Context: an optimization exercise on an open-source flow, tuned for small area. The choices shown serve that exercise and are no tape-out recipe. Function was checked by simulation only, so behaviour that the tests miss may differ from the original. Power and IR drop assume default switching activity.

==> inputs of branch lagoon <==
==> flow/design.v <==
`timescale 1ns / 1ps
module regfile #(
    parameter int NR = 2
) (
    input logic clk,
    input logic clr,
    input logic write_enable,
    input logic [3:0] write_addr,
    input logic [1:0] write_data,
    input logic [4*NR-1:0] read_addr,
    output logic [2*NR-1:0] read_data
);
  logic [7:0] w[16];
  for (genvar k = 0; k < 16; k++) begin : g_word
    logic sel;
    assign sel = clr | (write_enable && write_addr == k);
    always_ff @(posedge clk) begin
      w[k][5:0] <= w[k][7:2];
      w[k][7:6] <= sel ? (write_data & {2{~clr}}) : w[k][1:0];
    end
  end
  for (genvar p = 0; p < NR; p++) begin : g_rd
    assign read_data[2*p+:2] = w[read_addr[4*p+:4]][1:0];
  end
endmodule
`timescale 1ns / 1ps
module top (
    input logic clk,
    input logic reset,
    output logic [4:0] curr_inst_addr,
    input logic [15:0] curr_inst,
    output logic write_enable_dmem,
    output logic [3:0] write_addr_dmem,
    output logic [7:0] write_data_dmem,
    output logic halted
);
  logic [1:0] ph;   
  logic run;   
  logic [4:0] pc;
  logic cy;   
  logic eq;   
  logic [5:0] sd;   
  logic [2:0] op;
  logic imm_bit;
  assign op = curr_inst[15:13];
  assign imm_bit = curr_inst[12];
  logic is_st, is_ld, is_add, is_beq, is_halt;
  assign is_st = op == 3'b000;
  assign is_ld = op == 3'b001;
  assign is_add = op == 3'b010;
  assign is_beq = op == 3'b101;
  assign is_halt = op == 3'b111;
  logic [1:0] imm;
  always_comb
    case (ph)
      2'd0: imm = curr_inst[1:0];
      2'd1: imm = curr_inst[3:2];
      2'd2: imm = curr_inst[5:4];
      default: imm = curr_inst[7:6];
    endcase
  logic [1:0] a, b, d;
  logic [1:0] sum;
  logic cout, cin, eq_now;
  assign cin = cy & (ph != 2'd0);
  assign {cout, sum} = {1'b0, a} + {1'b0, b} + {2'b0, cin};
  assign eq_now = (a == b) & (eq | (ph == 2'd0));
  logic rf_we;
  logic [3:0] rf_wa;
  logic [1:0] rf_wd;
  assign rf_we = run & (is_ld | is_add);
  assign rf_wa = (is_ld & ~imm_bit) ? curr_inst[7:4] : curr_inst[11:8];
  assign rf_wd = is_add ? sum : (imm_bit ? imm : d);
  logic dm_we;
  logic [3:0] dm_wa;
  logic [1:0] dm_wd;
  assign dm_we = run & is_st;
  assign dm_wa = imm_bit ? curr_inst[11:8] : curr_inst[7:4];
  assign dm_wd = imm_bit ? imm : b;
  regfile #(
      .NR(2)
  ) rf (
      .clk(clk),
      .clr(~run),
      .write_enable(rf_we),
      .write_addr(rf_wa),
      .write_data(rf_wd),
      .read_addr({curr_inst[3:0], curr_inst[7:4]}),
      .read_data({b, a})
  );
  regfile #(
      .NR(1)
  ) dm (
      .clk(clk),
      .clr(~run),
      .write_enable(dm_we),
      .write_addr(dm_wa),
      .write_data(dm_wd),
      .read_addr(curr_inst[3:0]),
      .read_data(d)
  );
  always_ff @(posedge clk) begin
    cy <= cout;
    eq <= eq_now;
    sd <= {dm_wd, sd[5:2]};
  end
  always_ff @(posedge clk)
    if (reset) begin
      ph  <= 2'd0;
      run <= 1'b0;
      pc  <= 5'd0;
    end else begin
      ph <= ph + 2'd1;
      if (ph == 2'd3) run <= 1'b1;
      if (run && ph == 2'd3 && !is_halt) pc <= (is_beq && eq_now) ? curr_inst[12:8] : pc + 5'd1;
    end
  assign curr_inst_addr = pc;
  assign write_enable_dmem = dm_we & (ph == 2'd3);
  assign write_addr_dmem = dm_wa;
  assign write_data_dmem = {dm_wd, sd};
  assign halted = is_halt;
endmodule
==> flow/run.sh <==
#!/bin/bash
# synth_recipe.tcl (not shown) runs the flow's synth.tcl, then flattens the netlist and writes it again
# the make line also repeats each setting of config.mk as NAME=value (left out here)
make -C /OpenROAD-flow-scripts/flow DESIGN_CONFIG=/design/flow/config.mk WORK_HOME=/design/flow/orfs CLKGATE_MAP_FILE= SYNTH_SCRIPT=/design/flow/synth_recipe.tcl finish
==> flow/config.mk <==
export PLATFORM = sky130hd
export DESIGN_NAME = top
export DESIGN_NICKNAME = top
export VERILOG_FILES = /design/flow/design.v
export SDC_FILE = /design/flow/constraint.sdc
export NUM_CORES = 8
export LEC_CHECK = 0
export CAP_MARGIN = 20
export CORE_MARGIN = 2
export CORE_UTILIZATION = 40
export SLEW_MARGIN = 20
==> flow/constraint.sdc <==
create_clock -name core_clock -period 5.0 [get_ports {clk}]
set_input_delay 1.0000 -clock core_clock [delete_from_list [all_inputs] [get_ports {clk}]]
set_output_delay 1.0000 -clock core_clock [all_outputs]
set_load 0.01 [all_outputs]
==> branch cedar: changes against branch lagoon <==
==> flow/design.v (replaced) <==
`timescale 1ns / 1ps
module regfile #(
    parameter int NR = 2
) (
    input logic clk,
    input logic [15:0] sel,
    input logic [1:0] write_data,
    input logic [4*NR-1:0] read_addr,
    output logic [2*NR-1:0] read_data
);
  logic [7:0] w[16];
  for (genvar k = 0; k < 16; k++) begin : g_word
    always_ff @(posedge clk) begin
      w[k][5:0] <= w[k][7:2];
      w[k][7:6] <= sel[k] ? write_data : w[k][1:0];
    end
  end
  for (genvar p = 0; p < NR; p++) begin : g_rd
    logic [3:0] ra;
    logic [1:0] l1[8], l2[4], l3[2];
    assign ra = read_addr[4*p+:4];
    for (genvar k = 0; k < 8; k++) begin : g_l1
      assign l1[k] = ra[0] ? w[2*k+1][1:0] : w[2*k][1:0];
    end
    for (genvar k = 0; k < 4; k++) begin : g_l2
      assign l2[k] = ra[1] ? l1[2*k+1] : l1[2*k];
    end
    for (genvar k = 0; k < 2; k++) begin : g_l3
      assign l3[k] = ra[2] ? l2[2*k+1] : l2[2*k];
    end
    assign read_data[2*p+:2] = ra[3] ? l3[1] : l3[0];
  end
endmodule
`timescale 1ns / 1ps
module top (
    input logic clk,
    input logic reset,
    output logic [4:0] curr_inst_addr,
    input logic [15:0] curr_inst,
    output logic write_enable_dmem,
    output logic [3:0] write_addr_dmem,
    output logic [7:0] write_data_dmem,
    output logic halted
);
  logic [1:0] ph;   
  logic run;   
  logic [4:0] pc;
  logic [5:0] sd;
  logic acc;
  assign acc = sd[5];
  logic [2:0] op;
  logic imm_bit;
  assign op = curr_inst[15:13];
  assign imm_bit = curr_inst[12];
  logic is_st, is_ld, is_add, is_beq, is_halt;
  assign is_st = op == 3'b000;
  assign is_ld = op == 3'b001;
  assign is_add = op == 3'b010;
  assign is_beq = op == 3'b101;
  assign is_halt = op == 3'b111;
  logic [1:0] imm;
  always_comb
    case (ph)
      2'd0: imm = curr_inst[1:0];
      2'd1: imm = curr_inst[3:2];
      2'd2: imm = curr_inst[5:4];
      default: imm = curr_inst[7:6];
    endcase
  logic [1:0] a, b, d;
  logic [1:0] sum;
  logic cout, ne_now;
  assign {cout, sum} = {1'b0, a} + {1'b0, b} + {2'b0, acc};
  assign ne_now = (a != b) | acc;
  logic rf_we, dm_we;
  logic [3:0] wa;
  logic [1:0] rf_wd, dm_wd;
  assign rf_we = is_ld | is_add;
  assign dm_we = is_st;
  assign wa = (imm_bit | is_add) ? curr_inst[11:8] : curr_inst[7:4];
  assign dm_wd = imm_bit ? imm : b;
  assign rf_wd = is_add ? sum : (imm_bit ? imm : d);
  logic [3:0] lo, hr, hd;
  for (genvar j = 0; j < 4; j++) begin : g_dec
    assign lo[j] = ~run | (wa[1:0] == j);
    assign hr[j] = ~run | (rf_we & (wa[3:2] == j));
    assign hd[j] = ~run | (dm_we & (wa[3:2] == j));
  end
  logic [15:0] rf_sel, dm_sel;
  for (genvar k = 0; k < 16; k++) begin : g_sel
    assign rf_sel[k] = hr[k/4] & lo[k%4];
    assign dm_sel[k] = hd[k/4] & lo[k%4];
  end
  regfile #(
      .NR(2)
  ) rf (
      .clk(clk),
      .sel(rf_sel),
      .write_data(rf_wd & {2{run}}),
      .read_addr({curr_inst[3:0], curr_inst[7:4]}),
      .read_data({b, a})
  );
  regfile #(
      .NR(1)
  ) dm (
      .clk(clk),
      .sel(dm_sel),
      .write_data(dm_wd & {2{run}}),
      .read_addr(curr_inst[3:0]),
      .read_data(d)
  );
  always_ff @(posedge clk) begin
    sd[5] <= (ph != 2'd3) & (is_st ? dm_wd[1] : (is_add ? cout : ne_now));
    sd[4] <= dm_wd[0];
    sd[3:0] <= sd[5:2];
  end
  always_ff @(posedge clk)
    if (reset) begin
      ph  <= 2'd0;
      run <= 1'b0;
      pc  <= 5'd0;
    end else begin
      ph <= ph + 2'd1;
      if (ph == 2'd3) run <= 1'b1;
      if (run && ph == 2'd3 && !is_halt) pc <= (is_beq && !ne_now) ? curr_inst[12:8] : pc + 5'd1;
    end
  assign curr_inst_addr = pc;
  assign write_enable_dmem = run & is_st & (ph == 2'd3);
  assign write_addr_dmem = wa;
  assign write_data_dmem = {dm_wd, sd};
  assign halted = is_halt;
endmodule
==> flow/flow/run.sh (new file) <==
#!/bin/bash
# Own layout flow: the standard ORFS flow (standard.sh) with these changes:
#  - synthesis maps the logic with the area-oriented ABC script in flow/abc_area.script
#    (run from a copy of ORFS's scripts folder in which only that file is replaced),
#    and leaves adders to ABC instead of mapping them to full/half-adder cells first;
#  - clock tree synthesis with clkbuf_8 buffers, sink clusters of at most 18 flip-flops
#    and no dummy loads;
#  - the port buffers are buf_1.
# Each step's full output goes to its own log file in this folder.
set -euo pipefail
W=$PWD
rm -rf "$W/scripts"
cp -r "$FLOW_HOME/scripts" "$W/scripts"
cp "$W/flow/abc_area.script" "$W/scripts/abc_area.script"
CTS="-sink_clustering_enable -repair_clock_nets -dont_use_dummy_load -buf_list sky130_fd_sc_hd__clkbuf_8 -sink_clustering_size 18 -sink_clustering_max_diameter 60"
bash standard.sh SCRIPTS_DIR="$W/scripts" ADDER_MAP_FILE= synth > "$W/synth.log" 2>&1
bash standard.sh SCRIPTS_DIR="$W/scripts" ADDER_MAP_FILE= "CTS_ARGS=$CTS" \
  "BUFFER_PORTS_ARGS=-buffer_cell sky130_fd_sc_hd__buf_1" finish > "$W/layout.log" 2>&1
==> flow/flow/abc_area.script (new file) <==
strash
fraig
rewrite
refactor
balance
rewrite -z
refactor -z
rewrite -z
balance
dch -f
map -a
==> flow/standard.sh (new file) <==
#!/bin/bash
# synth_recipe.tcl (not shown) runs the flow's synth.tcl, then flattens the netlist and writes it again
# the make line also repeats each setting of config.mk as NAME=value (left out here)
make -C /OpenROAD-flow-scripts/flow DESIGN_CONFIG=/design/flow/config.mk WORK_HOME=/design/flow/orfs CLKGATE_MAP_FILE= SYNTH_SCRIPT=/design/flow/synth_recipe.tcl "${@:-finish}"
- ABC_AREA: not set -> 1
- CORE_UTILIZATION: 40 -> 70
- GPL_TIMING_DRIVEN: not set -> 0
removed: flow/run.sh
==> branch sierra: changes against branch lagoon <==
==> flow/design.v (replaced) <==
`timescale 1ns / 1ps
module regfile #(
    parameter int NR = 2
) (
    input logic clk,
    input logic [15:0] sel,
    input logic [1:0] write_data,
    input logic [4*NR-1:0] read_addr,
    output logic [2*NR-1:0] read_data
);
  logic [7:0] w[16];
  for (genvar k = 0; k < 16; k++) begin : g_word
    always_ff @(posedge clk) begin
      w[k][5:0] <= w[k][7:2];
      w[k][7:6] <= sel[k] ? write_data : w[k][1:0];
    end
  end
  for (genvar p = 0; p < NR; p++) begin : g_rd
    logic [3:0] ra;
    logic [1:0] l1[8], l2[4], l3[2];
    assign ra = read_addr[4*p+:4];
    for (genvar k = 0; k < 8; k++) begin : g_l1
      assign l1[k] = ra[0] ? w[2*k+1][1:0] : w[2*k][1:0];
    end
    for (genvar k = 0; k < 4; k++) begin : g_l2
      assign l2[k] = ra[1] ? l1[2*k+1] : l1[2*k];
    end
    for (genvar k = 0; k < 2; k++) begin : g_l3
      assign l3[k] = ra[2] ? l2[2*k+1] : l2[2*k];
    end
    assign read_data[2*p+:2] = ra[3] ? l3[1] : l3[0];
  end
endmodule
`timescale 1ns / 1ps
module top (
    input logic clk,
    input logic reset,
    output logic [4:0] curr_inst_addr,
    input logic [15:0] curr_inst,
    output logic write_enable_dmem,
    output logic [3:0] write_addr_dmem,
    output logic [7:0] write_data_dmem,
    output logic halted
);
  logic [1:0] ph;   
  logic run;   
  logic [4:0] pc;
  logic [5:0] sd;
  logic acc;
  assign acc = sd[5];
  logic [2:0] op;
  logic imm_bit;
  assign op = curr_inst[15:13];
  assign imm_bit = curr_inst[12];
  logic is_st, is_ld, is_add, is_beq, is_halt;
  assign is_st = op == 3'b000;
  assign is_ld = op == 3'b001;
  assign is_add = op == 3'b010;
  assign is_beq = op == 3'b101;
  assign is_halt = op == 3'b111;
  logic [1:0] imm;
  always_comb
    case (ph)
      2'd0: imm = curr_inst[1:0];
      2'd1: imm = curr_inst[3:2];
      2'd2: imm = curr_inst[5:4];
      default: imm = curr_inst[7:6];
    endcase
  logic [1:0] a, b, d;
  logic [1:0] sum;
  logic cout, ne_now;
  assign {cout, sum} = {1'b0, a} + {1'b0, b} + {2'b0, acc};
  assign ne_now = (a != b) | acc;
  logic rf_we, dm_we;
  logic [3:0] wa;
  logic [1:0] rf_wd, dm_wd;
  assign rf_we = is_ld | is_add;
  assign dm_we = is_st;
  assign wa = (imm_bit | is_add) ? curr_inst[11:8] : curr_inst[7:4];
  assign dm_wd = imm_bit ? imm : b;
  assign rf_wd = is_add ? sum : (imm_bit ? imm : d);
  logic [3:0] lo, hr, hd;
  for (genvar j = 0; j < 4; j++) begin : g_dec
    assign lo[j] = ~run | (wa[1:0] == j);
    assign hr[j] = ~run | (rf_we & (wa[3:2] == j));
    assign hd[j] = ~run | (dm_we & (wa[3:2] == j));
  end
  logic [15:0] rf_sel, dm_sel;
  for (genvar k = 0; k < 16; k++) begin : g_sel
    assign rf_sel[k] = hr[k/4] & lo[k%4];
    assign dm_sel[k] = hd[k/4] & lo[k%4];
  end
  regfile #(
      .NR(2)
  ) rf (
      .clk(clk),
      .sel(rf_sel),
      .write_data(rf_wd & {2{run}}),
      .read_addr({curr_inst[3:0], curr_inst[7:4]}),
      .read_data({b, a})
  );
  regfile #(
      .NR(1)
  ) dm (
      .clk(clk),
      .sel(dm_sel),
      .write_data(dm_wd & {2{run}}),
      .read_addr(curr_inst[3:0]),
      .read_data(d)
  );
  always_ff @(posedge clk) begin
    sd[5] <= (ph != 2'd3) & (is_st ? dm_wd[1] : (is_add ? cout : ne_now));
    sd[4] <= dm_wd[0];
    sd[3:0] <= sd[5:2];
  end
  always_ff @(posedge clk)
    if (reset) begin
      ph  <= 2'd0;
      run <= 1'b0;
      pc  <= 5'd0;
    end else begin
      ph <= ph + 2'd1;
      if (ph == 2'd3) run <= 1'b1;
      if (run && ph == 2'd3 && !is_halt) pc <= (is_beq && !ne_now) ? curr_inst[12:8] : pc + 5'd1;
    end
  assign curr_inst_addr = pc;
  assign write_enable_dmem = run & is_st & (ph == 2'd3);
  assign write_addr_dmem = wa;
  assign write_data_dmem = {dm_wd, sd};
  assign halted = is_halt;
endmodule
- ABC_AREA: not set -> 1
- CORE_UTILIZATION: 40 -> 60
- CTS_BUF_LIST: not set -> sky130_fd_sc_hd__clkbuf_8
- CTS_CLUSTER_DIAMETER: not set -> 60
- CTS_CLUSTER_SIZE: not set -> 18
- GPL_TIMING_DRIVEN: not set -> 0
==> qor summary <==
| item | branch sierra | branch cedar | branch lagoon |
|---|---|---|---|
| Result of the run | complete, no violations | complete, no violations | complete, no violations |
| Non-clk bufs | 66 | 39 | 71 |
| Seq/total area | 0.5703 | 0.6730 | 0.4935 |
| Compound-gate portion of the synthesized area | 0.08841 | 0.1383 | 0.1483 |
| Power per cell area | 388.6 nW/um2 | 427.3 nW/um2 | 404.2 nW/um2 |
| Wire length of the first global-routing pass | 29500 um | 25320 um | 37740 um |
| Area of the mapped netlist | 8605 um2 | 7446 um2 | 9413 um2 |
| Average vias per placed instance | 5.395 | 5.748 | 5.455 |
| Via count | 6005 | 5213 | 6906 |
| Number of cells traversed by the worst register-to-register path | 15 | 14 | 10 |
| Clock share of power | 0.283 | 0.269 | 0.460 |
| Vias in the first global route | 5731 | 5123 | 6591 |
| Tightest Pin Transition | 0.8183 ns | 0.9078 ns | 1.024 ns |
| Reg-to-reg setup timing slack | 2.14 ns | 1.96 ns | 1.82 ns |
| Detailed-placement wirelength estimate | 13630 um | 10360 um | 16500 um |
| Worst Clk Skew | 0.02696 ns | 0.01708 ns | 0.02239 ns |
| Post-CTS clock slew at the launch and capture registers of the worst setup and hold paths | 0.10 ns | 0.11 ns | 0.06 ns |
| Routed Wire Length | 19210 um | 16020 um | 24240 um |
| Met2 Track Usage GR | 0.4275 | 0.4426 | 0.2978 |

## static timing again, ports no longer ideal
The flow's constraints put no driver on any port. The routed layouts listed below were extracted and timed again, unchanged, in two steps. Step 1 assumes that a clkbuf_16 drives the clock port and a buf_2 every other input. Step 2 times the ports against the registers' clock, not the clock port: input delays grow and output delays shrink by t, the midpoint of the rising clock arrivals with the driver on. a / b / c = ideal / step 1 / step 2; a / b = the first two.
run | t, ns | setup WS [ns] | worst setup path at the end | slew at the worst register clock pin (ns)
branch lagoon | 0.569 | 0.291 / 0.269 / 0.269 | input to output | 0.07 / 0.07
branch cedar | 0.536 | 0.249 / 0.220 / -0.147 | input to register | 0.11 / 0.11
branch sierra | 0.553 | 0.592 / 0.565 / 0.565 | input to output | 0.11 / 0.11
With both steps, setup timing fails in branch cedar, where it was met with ideal ports. For branch cedar, which loses most, drivers alone change the setup slack by -0.029 ns; drivers and shift together by -0.396 ns.
